Source: an optimization exercise on an open RTL-to-GDS flow (aim: small area, a short achievable clock period and few clock cycles per item). Production flows keep margins and buffers that such runs may drop. At most, simulation tests tie the RTL to the original design; equivalence was not proved.

==> job 5284 <==
==> flow/design.v (excerpt) <==
module des(ck,rst,keyin,k,datin,p,e,f,ev,rdy);
    input   ck, keyin, datin;
    input   f;
    input   [64:1]  p, k;
    output  [64:1]  e;
    input   rst;
    output  ev, rdy;
    assign rdy = 1'b1;
    reg [56:1] cd;
    reg fr;
    wire [56:1] kp = {k[4],k[12],k[20],k[28],k[5],k[13],k[21],k[29],k[37],k[45],k[53],k[61],k[6],k[14],k[22],k[30],k[38],k[46],k[54],k[62],k[7],k[15],k[23],k[31],k[39],k[47],k[55],k[63],k[36],k[44],k[52],k[60],k[3],k[11],k[19],k[27],k[35],k[43],k[51],k[59],k[2],k[10],k[18],k[26],k[34],k[42],k[50],k[58],k[1],k[9],k[17],k[25],k[33],k[41],k[49],k[57]};
    always @(posedge ck) begin
        if (keyin) begin
            cd <= kp;
            fr <= f;
        end
    end
    wire [56:1] ne = ~(cd & {56{fr}});
    wire [56:1] nd = ~(cd & {56{~fr}});
  ...
clock: 60.0 ns
lec_check: 0
abc_area: 1
cap_margin: 20
core_margin: 2
core_utilization: 40
slew_margin: 20
synth_hierarchical: 1
standard.sh (not shown) runs the stock make flow with config.mk's settings and CLKGATE_MAP_FILE= SYNTH_SCRIPT=/design/flow/synth_recipe.tcl, a recipe that flattens the netlist after the stock synthesis.
==> flow/flow/run.sh <==
#!/bin/bash
# Own flow: the standard layout, with synthesis mapping combinational logic for area
# (ABC "strash; dch; map -a") and without half-adder extraction. Registers come out of the
# standard synthesis steps unchanged.
set -euo pipefail
W=$PWD
rm -rf "$W/scripts_own"
cp -r "$FLOW_HOME/scripts" "$W/scripts_own"
cp "$W/flow/abc_own.script" "$W/scripts_own/abc_area.script"
bash standard.sh synth SCRIPTS_DIR="$W/scripts_own" ABC_AREA=1 ADDER_MAP_FILE= > "$W/own_synth.log" 2>&1
bash standard.sh > "$W/own_layout.log" 2>&1
==> flow/flow/abc_own.script <==
strash
dch
map -a
topo
==> job 7927 (differences from job 5284) <==
--- a/flow/design.v
+++ b/flow/design.v
@@ -3,23 +3,20 @@
     input   f;
     input   [64:1]  p, k;
     output  [64:1]  e;
     input   rst;
     output  ev, rdy;
     assign rdy = 1'b1;
-    reg [56:1] cd;
-    reg fr;
     wire [56:1] kp = {k[4],k[12],k[20],k[28],k[5],k[13],k[21],k[29],k[37],k[45],k[53],k[61],k[6],k[14],k[22],k[30],k[38],k[46],k[54],k[62],k[7],k[15],k[23],k[31],k[39],k[47],k[55],k[63],k[36],k[44],k[52],k[60],k[3],k[11],k[19],k[27],k[35],k[43],k[51],k[59],k[2],k[10],k[18],k[26],k[34],k[42],k[50],k[58],k[1],k[9],k[17],k[25],k[33],k[41],k[49],k[57]};
+    reg [56:1] ne, nd;
     always @(posedge ck) begin
         if (keyin) begin
-            cd <= kp;
-            fr <= f;
+            ne <= ~(kp & {56{f}});
+            nd <= ~(kp & {56{~f}});
         end
     end
-    wire [56:1] ne = ~(cd & {56{fr}});
-    wire [56:1] nd = ~(cd & {56{~fr}});
     wire [48:1] ka1 = {ne[33], ne[30], ne[37], ne[51], ne[43], ne[47], ne[54], ne[35], ne[29], ne[40], ne[50], ne[45], ne[49], ne[34], ne[46], ne[52], ne[41], ne[31], ne[56], ne[48], ne[38], ne[32], ne[53], ne[42], ne[3], ne[14], ne[21], ne[28], ne[8], ne[17], ne[9], ne[27], ne[5], ne[13], ne[20], ne[24], ne[11], ne[22], ne[7], ne[16], ne[1], ne[4], ne[6], ne[2], ne[25], ne[12], ne[18], ne[15]};
     wire [48:1] kb1 = {nd[32], nd[29], nd[36], nd[50], nd[42], nd[46], nd[53], nd[34], nd[56], nd[39], nd[49], nd[44], nd[48], nd[33], nd[45], nd[51], nd[40], nd[30], nd[55], nd[47], nd[37], nd[31], nd[52], nd[41], nd[2], nd[13], nd[20], nd[27], nd[7], nd[16], nd[8], nd[26], nd[4], nd[12], nd[19], nd[23], nd[10], nd[21], nd[6], nd[15], nd[28], nd[3], nd[5], nd[1], nd[24], nd[11], nd[17], nd[14]};
     wire [48:1] ka2 = {ne[34], ne[31], ne[38], ne[52], ne[44], ne[48], ne[55], ne[36], ne[30], ne[41], ne[51], ne[46], ne[50], ne[35], ne[47], ne[53], ne[42], ne[32], ne[29], ne[49], ne[39], ne[33], ne[54], ne[43], ne[4], ne[15], ne[22], ne[1], ne[9], ne[18], ne[10], ne[28], ne[6], ne[14], ne[21], ne[25], ne[12], ne[23], ne[8], ne[17], ne[2], ne[5], ne[7], ne[3], ne[26], ne[13], ne[19], ne[16]};
     wire [48:1] kb2 = {nd[31], nd[56], nd[35], nd[49], nd[41], nd[45], nd[52], nd[33], nd[55], nd[38], nd[48], nd[43], nd[47], nd[32], nd[44], nd[50], nd[39], nd[29], nd[54], nd[46], nd[36], nd[30], nd[51], nd[40], nd[1], nd[12], nd[19], nd[26], nd[6], nd[15], nd[7], nd[25], nd[3], nd[11], nd[18], nd[22], nd[9], nd[20], nd[5], nd[14], nd[27], nd[2], nd[4], nd[28], nd[23], nd[10], nd[16], nd[13]};
     wire [48:1] ka3 = {ne[36], ne[33], ne[40], ne[54], ne[46], ne[50], ne[29], ne[38], ne[32], ne[43], ne[53], ne[48], ne[52], ne[37], ne[49], ne[55], ne[44], ne[34], ne[31], ne[51], ne[41], ne[35], ne[56], ne[45], ne[6], ne[17], ne[24], ne[3], ne[11], ne[20], ne[12], ne[2], ne[8], ne[16], ne[23], ne[27], ne[14], ne[25], ne[10], ne[19], ne[4], ne[7], ne[9], ne[5], ne[28], ne[15], ne[21], ne[18]};
     wire [48:1] kb3 = {nd[29], nd[54], nd[33], nd[47], nd[39], nd[43], nd[50], nd[31], nd[53], nd[36], nd[46], nd[41], nd[45], nd[30], nd[42], nd[48], nd[37], nd[55], nd[52], nd[44], nd[34], nd[56], nd[49], nd[38], nd[27], nd[10], nd[17], nd[24], nd[4], nd[13], nd[5], nd[23], nd[1], nd[9], nd[16], nd[20], nd[7], nd[18], nd[3], nd[12], nd[25], nd[28], nd[2], nd[26], nd[21], nd[8], nd[14], nd[11]};
==> flow/flow/run.sh (replaced) <==
#!/bin/bash
# Own flow: the standard layout (standard.sh), with two changes:
#  - synthesis maps combinational logic for area with ABC "strash; dch; map -a"
#    (flow/abc_own.script) and skips half-adder extraction; registers come out of the
#    standard synthesis steps unchanged;
#  - extra ORFS make variables from flow/make_args.txt (one NAME=value per line), for
#    example the cell used to buffer the ports.
set -euo pipefail
W=$PWD
rm -rf "$W/scripts_own"
cp -r "$FLOW_HOME/scripts" "$W/scripts_own"
cp "$W/flow/abc_own.script" "$W/scripts_own/abc_area.script"
ARGS=()
if [[ -f "$W/flow/make_args.txt" ]]; then
  while IFS= read -r line; do
    [[ -z "$line" || "$line" == \#* ]] && continue
    ARGS+=("$line")
  done < "$W/flow/make_args.txt"
fi
bash standard.sh synth SCRIPTS_DIR="$W/scripts_own" ABC_AREA=1 ADDER_MAP_FILE= "${ARGS[@]}" > "$W/own_synth.log" 2>&1
bash standard.sh finish "${ARGS[@]}" > "$W/own_layout.log" 2>&1
==> flow/flow/make_args.txt (new file) <==
BUFFER_PORTS_ARGS=-buffer_cell sky130_fd_sc_hd__buf_2
Settings changed: CORE_UTILIZATION 40 to 60.
==> qor summary <==
                                                                                job 5284                 job 7927
Outcome                                                          complete, no violations  complete, no violations
Via Count                                                                          86.9k                    91.1k
Post-Layout Cell Count                                                             14.3k                    13.6k
Buffers & Inverters on Critical Path                                                  10                        1
Initial standard-cell utilization of the core                                      0.402                    0.604
Slack of the worst reg-to-reg path                                              44.58 ns                 46.86 ns
Utilization after layout                                                           0.453                    0.659
Well-tap cell count                                                                 2175                     1488
Worst-path fanout max                                                                 29                        1
Slew of the pin with the lowest slew margin                                      1.35 ns                  1.33 ns
Crit end category                                                               register              output port
GR Util met2                                                                       0.615                    0.776
Synthesized-area fraction occupied by ao, oa, aoi and oai cells                    0.306                    0.298
Testbench counts of job 7927, summed over its fixed seeds: cycles 4,256, items 4,096.
Only the layout flow was run in job 5284; the RTL was not checked for function there.

[static timing again, ports no longer ideal]
The results above use ideal ports. As a check the final layouts listed here were re-extracted and re-timed, cells and wires unchanged. Step 1 sets driving cells, clkbuf_16 on the clock port and buf_2 on the other inputs (assumed; they add their load-dependent delay and slew). Step 2 adds t to the input delays and takes it off the output delays; t is the mean of the earliest and latest rising clock arrival at the registers after step 1. Input paths then give back, and output paths get back, about the clock's delay inside the block. a / b / c = ideal / step 1 / step 2; a / b = the first two.
run | t (ns) | setup slack, ns | worst setup path after step 2 | clock arrival spread, ns | worst register clock-pin slew, ns
job 5284 | 0.821 | 44.582 / 44.582 / 44.582 | register to register | 0.041 / 0.040 | 0.07 / 0.07
job 7927 | 0.807 | 46.742 / 46.658 / 46.130 | input to register | 0.036 / 0.037 | 0.08 / 0.08
After both steps every run listed still meets setup and hold. The setup slack of job 7927, which loses most, moves by -0.084 ns with the drivers and by -0.612 ns with both steps.
